This design comes from an exercise in tuning for small area, a short achievable clock period and few clock cycles on the open sky130 flow, not from production work.
Function was not checked in any run shown here: the RTL went through the layout flow alone.
No activity file was given, so power comes from the tool's default toggle rates.

==> flow/design.v, too long to show whole: its modules and the start of the top module <==
// module sparse_mac_top: 734 lines
module sparse_mac_top
#(
    parameter int NUM_DECODERS = 2,
    parameter int VALUE_W = 16,
    parameter int INDEX_W = 16,
    parameter int DECODER_FIFO_DEPTH = 16,
    parameter int ACCUM_W = 32
)
(
    input mac_clk,
    input mac_rst,
    input [NUM_DECODERS-1:0] sram_valid_i,
    output [NUM_DECODERS-1:0] sram_ready_o,
    input [NUM_DECODERS*(1+VALUE_W+INDEX_W)-1:0] sram_data_i,
    output mac_valid_o,
    output [ACCUM_W-1:0] mac_data_o
);
  // ...
==> flow/run.sh <==
#!/bin/bash
# synth_recipe.tcl (not shown) runs the flow's synth.tcl, then flattens the netlist and writes it again
# the make line also repeats each setting of config.mk as NAME=value (left out here)
make -C /OpenROAD-flow-scripts/flow DESIGN_CONFIG=/design/flow/config.mk WORK_HOME=/design/flow/orfs CLKGATE_MAP_FILE= SYNTH_SCRIPT=/design/flow/synth_recipe.tcl finish
==> flow/config.mk <==
export PLATFORM = sky130hd
export DESIGN_NAME = sparse_mac_top
export DESIGN_NICKNAME = sparse_mac_top
export VERILOG_FILES = /design/flow/design.v
export SDC_FILE = /design/flow/constraint.sdc
export NUM_CORES = 4
export LEC_CHECK = 0
export ABC_CLOCK_PERIOD_IN_PS = 3000
export CAP_MARGIN = 20
export CORE_MARGIN = 2
export CORE_UTILIZATION = 40
export SETUP_SLACK_MARGIN = 4.0
export SLEW_MARGIN = 20
==> flow/constraint.sdc <==
create_clock -name core_clock -period 7.0 [get_ports {mac_clk}]
set_input_delay 1.4000 -clock core_clock [delete_from_list [all_inputs] [get_ports {mac_clk}]]
set_output_delay 1.4000 -clock core_clock [all_outputs]
set_load 0.01 [all_outputs]
==> impl_metrics.prom, run 1 <==
# TYPE chip_impl_metric gauge
chip_impl_info{name="worst_r2r_startpoint",value="hval0[4]$_DFFE_PN_"} 1
chip_impl_metric{name="overflow",unit=""} 0
chip_impl_metric{name="synth-compound-area-share",unit=""} 0.0696
chip_impl_info{name="yosysMostFrequentCell",value="sky130_fd_sc_hd__fa_1"} 1
chip_impl_metric{name="p_comb_frac",unit=""} 0.735
chip_impl_info{name="startpoint",value="acc_c[0]$_DFFE_PN0P_"} 1
chip_impl_metric{name="switching_share",unit=""} 0.455
chip_impl_metric{name="clk_latency",unit="ps"} 450
chip_impl_metric{name="crit_path_max_fanout",unit=""} 3
chip_impl_metric{name="die-width",unit="um"} 195
chip_impl_info{name="largestRegisters",value="acc_c: 32 flops, acc_s: 32 flops, diff: 17 flops"} 1
chip_impl_metric{name="fin_tns_setup",unit="ps"} 0
chip_impl_metric{name="critPathBufInv",unit=""} 3
chip_impl_info{name="status",value="timing/DRC/antenna clean"} 1
chip_impl_metric{name="post_synthesis_share_of_cell_area_spent_on_and_or_nand_and_nor_gates",unit=""} 0.151
chip_impl_info{name="synth.cells.most_frequent",value="sky130_fd_sc_hd__fa_1 (272), sky130_fd_sc_hd__inv_1 (270), sky130_fd_sc_hd__and2_1 (232)"} 1
chip_impl_metric{name="tapcell.inserted",unit=""} 468
chip_impl_metric{name="rr_worst_depth",unit=""} 12
chip_impl_metric{name="p_int",unit="mW"} 3.88
chip_impl_metric{name="top_area_cell_type_share_of_the_netlist_area",unit=""} 0.372
chip_impl_info{name="timing.critical_path.slowest_stage_cell",value="sky130_fd_sc_hd__dfrtp_1"} 1
chip_impl_metric{name="cts_sinks",unit=""} 117
chip_impl_info{name="critical_path.endpoint",value="mac_data_o[16]"} 1
chip_impl_metric{name="routedLengthMet1",unit="um"} 19600
chip_impl_metric{name="synth-seq-cells",unit=""} 117
chip_impl_metric{name="comb_cell_power",unit="mW"} 5.23
chip_impl_info{name="netlist_top_cells_area",value="sky130_fd_sc_hd__fa_1 (37%), sky130_fd_sc_hd__dfrtp_1 (14%), sky130_fd_sc_hd__and2_1 (9.9%)"} 1
chip_impl_metric{name="synthesis.area_per_instance",unit="um2"} 10.3
chip_impl_metric{name="synth-edff-count",unit=""} 34
chip_impl_metric{name="clock_power_share",unit=""} 0.132
chip_impl_metric{name="finalSetupViolations",unit=""} 0
chip_impl_metric{name="syn2layout_area_growth",unit="%"} 36.0
chip_impl_metric{name="worst_clock_skew",unit="ps"} 14.4
chip_impl_info{name="root_buffer_selected_by_cts",value="sky130_fd_sc_hd__clkbuf_16"} 1
chip_impl_metric{name="layout.core_utilization",unit=""} 0.548
chip_impl_info{name="final_common_cell",value="sky130_fd_sc_hd__inv_1"} 1
chip_impl_metric{name="max_freq",unit="MHz"} 224
chip_impl_metric{name="io_pins",unit=""} 105
chip_impl_metric{name="synthDistinctLibCells",unit=""} 57
chip_impl_info{name="cp_cell_sequence",value="ha_4, inv_2, fa_2, and2b_2, o2111ai_4, nand2_4, a31oi_4, buf_6, o21ai_4, a21o_1, a21oi_2, xnor2_2, clkdlybuf4s15_2"} 1
chip_impl_metric{name="layout_worst_path_cycle_share",unit=""} 0.637
chip_impl_info{name="highest-signal-layer",value="met4"} 1
chip_impl_metric{name="numPlacedInstances",unit=""} 1942
==> inputs of run 2 (changes only) <==
--- a/flow/config.mk
+++ b/flow/config.mk
@@ -7,3 +7,2 @@
 export LEC_CHECK = 0
-export ABC_CLOCK_PERIOD_IN_PS = 3000
 export CAP_MARGIN = 20
@@ -11,3 +10,2 @@
 export CORE_UTILIZATION = 40
-export SETUP_SLACK_MARGIN = 4.0
 export SLEW_MARGIN = 20
==> run 2 against run 1 <==
- still clean on timing, DRC and antenna
- die area unchanged
- setup slack got worse by 760 ps
- register-to-register slack got worse by 500 ps
- highest routed layer unchanged
==> impl_metrics.prom, run 2 <==
# TYPE chip_impl_metric gauge
chip_impl_info{name="status",value="timing/DRC/antenna clean"} 1
chip_impl_metric{name="wire_per_inst",unit="um"} 19.5
chip_impl_info{name="layout_common_cells",value="sky130_fd_sc_hd__fa_1 (272), sky130_fd_sc_hd__inv_1 (270), sky130_fd_sc_hd__and2_1 (232)"} 1
chip_impl_metric{name="grt_resource_usage_total",unit=""} 0.220
chip_impl_metric{name="ys_seq_area_frac",unit=""} 0.212
chip_impl_metric{name="crit_path_max_incr_delay",unit="ps"} 590
chip_impl_metric{name="grt_start_max_net_pins",unit=""} 82
chip_impl_metric{name="tritoncts_buffers",unit=""} 17
chip_impl_metric{name="cts.repair.resized",unit=""} 0
chip_impl_metric{name="power_leakage",unit="nW"} 7.77
chip_impl_metric{name="max_freq",unit="MHz"} 192
chip_impl_info{name="worst_path_dominant_cell_family",value="compound AO/OA/AOI/OAI gates"} 1
chip_impl_metric{name="initial_antenna_violation_count",unit=""} 1
chip_impl_metric{name="totalPowerFinal",unit="mW"} 6.17
chip_impl_metric{name="clk_latency",unit="ps"} 430
chip_impl_metric{name="syn2layout_area_growth",unit="%"} 14.5
chip_impl_metric{name="layout.core_utilization",unit=""} 0.461
chip_impl_metric{name="antenna_cells_inserted",unit=""} 0
chip_impl_metric{name="ir_drop",unit="uV"} 314
chip_impl_metric{name="final_layout_size_suffix_gt1_frac",unit=""} 0.0583
chip_impl_metric{name="postCtsHoldBufs",unit=""} 0
chip_impl_metric{name="cts_setup_buffers",unit=""} 0
chip_impl_metric{name="portBuffers",unit=""} 104
chip_impl_metric{name="worstPathArrival",unit="ps"} 3810
chip_impl_metric{name="top_area_cell_type_share_of_the_netlist_area",unit=""} 0.372
chip_impl_metric{name="fillCellCount",unit=""} 3434
chip_impl_metric{name="synthDistinctLibCells",unit=""} 57
chip_impl_info{name="netlist_top_cells_area",value="sky130_fd_sc_hd__fa_1 (37%), sky130_fd_sc_hd__dfrtp_1 (14%), sky130_fd_sc_hd__and2_1 (9.9%)"} 1
chip_impl_metric{name="mappedNetlistNets",unit=""} 1818
chip_impl_info{name="largestRegisters",value="acc_c: 32 flops, acc_s: 32 flops, diff: 17 flops"} 1
chip_impl_info{name="holdCritPathClass",value="flip-flop to flip-flop"} 1
chip_impl_metric{name="worst-endpoint-required",unit="ps"} 5600
chip_impl_info{name="timing.critical_path.from_type",value="flip-flop"} 1
chip_impl_metric{name="htree_levels",unit=""} 4
chip_impl_metric{name="critPathBufInv",unit=""} 2
chip_impl_metric{name="worst_clock_skew",unit="ps"} 13.5
chip_impl_metric{name="tightest_slew",unit="ps"} 1000
chip_impl_metric{name="grt_first_pass_wirelength",unit="um"} 63700
chip_impl_metric{name="ant_nets",unit=""} 0
chip_impl_info{name="cp_cell_sequence",value="ha_1, inv_1, fa_1, and2b_1, o2111ai_1, nand2_1, a31oi_4, o31ai_2, o2111ai_1, a31oi_1, xor2_1, clkdlybuf4s50_1"} 1
chip_impl_metric{name="drt_iter0_markers",unit=""} 508
chip_impl_metric{name="rows",unit=""} 70
chip_impl_metric{name="synthesis.area_per_instance",unit="um2"} 10.3
chip_impl_metric{name="placed_wire_length_estimate_after_detailed_placement",unit="um"} 29100
chip_impl_metric{name="io_pins",unit=""} 105
chip_impl_metric{name="finalSetupViolations",unit=""} 0
chip_impl_info{name="yosys_most_used_dff",value="sky130_fd_sc_hd__dfrtp_1"} 1
chip_impl_info{name="final_common_cell",value="sky130_fd_sc_hd__fa_1"} 1
chip_impl_info{name="synth.cells.most_frequent",value="sky130_fd_sc_hd__fa_1 (272), sky130_fd_sc_hd__inv_1 (270), sky130_fd_sc_hd__and2_1 (232)"} 1
chip_impl_info{name="timing.critical_path.to_type",value="primary output"} 1
chip_impl_metric{name="cts_sinks",unit=""} 117
chip_impl_metric{name="final_hold_viol_count",unit=""} 0
chip_impl_info{name="root_buffer_selected_by_cts",value="sky130_fd_sc_hd__clkbuf_16"} 1
chip_impl_info{name="cts_tree",value="built"} 1
chip_impl_metric{name="die-height",unit="um"} 195
chip_impl_metric{name="synth-edff-count",unit=""} 34
chip_impl_metric{name="route.detailed.vias_per_inst",unit=""} 5.04
chip_impl_metric{name="overflow",unit=""} 0
chip_impl_metric{name="clk_path_buf_depth",unit=""} 2
chip_impl_metric{name="routed_wirelength",unit="um"} 38600
chip_impl_info{name="grt_setup_unrepaired",value="no"} 1
chip_impl_metric{name="die-width",unit="um"} 195
chip_impl_metric{name="synth-seq-cells",unit=""} 117
chip_impl_metric{name="report.final.slew_viol_count",unit=""} 0
chip_impl_metric{name="drt_pass1_iterations",unit=""} 5
chip_impl_info{name="critical_path_class",value="flip-flop to primary output"} 1
chip_impl_metric{name="via_count_of_the_first_global_routing_pass",unit=""} 11500
chip_impl_metric{name="routabilityCongestion",unit=""} 0.830
chip_impl_metric{name="p_per_area",unit="nW/um2"} 368
chip_impl_metric{name="synthArstFlopShare",unit=""} 0.709
chip_impl_metric{name="crit_path_max_fanout",unit=""} 4
chip_impl_metric{name="placeableCoreArea",unit="um2"} 36300
chip_impl_metric{name="drv.max_cap_violation_count",unit=""} 0
chip_impl_info{name="timing.critical_path.slowest_stage_cell",value="sky130_fd_sc_hd__clkdlybuf4s50_1"} 1
chip_impl_info{name="critical_path.most_common_cell",value="sky130_fd_sc_hd__o2111ai_1"} 1
chip_impl_metric{name="drcViolationCount",unit=""} 0
chip_impl_metric{name="yosys_warnings",unit=""} 2
chip_impl_metric{name="initial_core_util",unit=""} 0.403
chip_impl_metric{name="post_synth_inst_count",unit=""} 1418
chip_impl_metric{name="period_minus_slack",unit="ps"} 5210
chip_impl_metric{name="netlist_area",unit="um2"} 14600
chip_impl_metric{name="cts.clk_slew.worst_paths",unit="ps"} 60
chip_impl_metric{name="final_nets",unit=""} 1897
chip_impl_metric{name="floorplan.die_area",unit="um2"} 38100
chip_impl_info{name="yosysMostFrequentCell",value="sky130_fd_sc_hd__fa_1"} 1
chip_impl_metric{name="fin_tns_setup",unit="ps"} 0
chip_impl_info{name="netlist.top_cell.by_area",value="sky130_fd_sc_hd__fa_1"} 1
chip_impl_metric{name="worst_case_headroom_to_the_max_slew_limit",unit=""} 0.332
chip_impl_metric{name="layout_worst_path_cycle_share",unit=""} 0.745
chip_impl_metric{name="vias",unit=""} 9966
-- run 2: cell counts after synthesis --
No cell type changed its count.
-- run 2: kinds of logic after synthesis --
logic type | after synthesis | share of synthesized area
simple gates | 402 | 0.151
fa+ha+maj | 330 | 0.421
flops | 117 | 0.212
compound gates | 155 | 0.0696
xor+xnor | 47 | 0.0281
buf+inv | 321 | 0.0831
mux | 46 | 0.0353
-- run 2: metal layers --
layer / routed length [um] / GRT usage / share of wire
met5: 0 / 0 / 0
met4: 807 / 0.0548 / 0.021
met3: 1290 / 0.0288 / 0.033
met2: 19600 / 0.388 / 0.51
met1: 17000 / 0.289 / 0.44
-- run 2: where the power goes --
part | internal [mW] | switching [mW]
sequential | 0.818 | 0.227
clock | 0.597 | 0.354
combinational | 1.85 | 2.32
-- run 2: final cells by class --
type,instances,area (um2),share of cell area
multi-input cells,980,10300,0.617
clock buffers,17,425,0.0254
clock inverters,15,204,0.0122
well taps,468,586,0.0349
repair buffers,111,1100,0.0655
flip-flops and latches,117,3100,0.185
inverters,270,1010,0.0604
-- run 2: worst paths after layout --
kind,startpoint,to,slack (ps),cells after the start
setup reg to reg,diff[4]$_DFF_PN0_,diff[14]$_DFF_PN0_,2260,14
hold / removal,acc_s[31]$_DFFE_PN0P_,acc_s[31]$_DFFE_PN0P_,500,1
setup / recovery,acc_s[0]$_DFFE_PN0P_,mac_data_o[28],1790,12
hold reg to reg,acc_s[31]$_DFFE_PN0P_,acc_s[31]$_DFFE_PN0P_,500,1
max in group asynchronous,mac_rst,diff[11]$_DFF_PN0_,4970,2
min in group asynchronous,mac_rst,acc_s[12]$_DFFE_PN0P_,850,1
-- run 2: metrics by stage --
| stage | instance area [um2] | instances | setup WS (ps) | hold slack, ps |
|---|---|---|---|---|
| 3_5_place_dp | 16100 | 1945 | 1790 | 481 |
| 5_1_grt | 16800 | 1978 | 1570 | 518 |
| 4_1_cts | 16800 | 1977 | 1800 | 493 |
| 6_report | 16800 | 1978 | 1790 | 498 |
| 2_1_floorplan | 14600 | 1418 | 2080 | 464 |
| 3_3_place_gp | 16100 | 1945 | 1860 | 480 |

re-timing with driven ports:
How much do the figures lean on ideal ports? The routed layouts below were timed once more, with nothing changed but the port constraints.
Step 1 sets driving cells, clkbuf_16 on the clock port and buf_2 on the other inputs (assumed; they add their load-dependent delay and slew).
Step 2 moves the port delays by t, midway between the first and last clock arrival at a register: inputs arrive t later, outputs are due t later. That takes back most of the time a late clock gives input paths.
a / b / c = no drivers / after step 1 / after step 2; a / b = the first two.
run	t, ns	setup WS [ns]	hold WS [ns]
run 1	0.496	2.544 / 2.489 / 2.674	0.509 / 0.509 / 0.509
run 2	0.477	1.788 / 1.735 / 1.774	0.498 / 0.498 / 0.498
After both steps setup and hold are still met in every run listed. The setup slack of run 2, which loses most, moves by -0.053 ns with the drivers and by -0.014 ns with both steps.
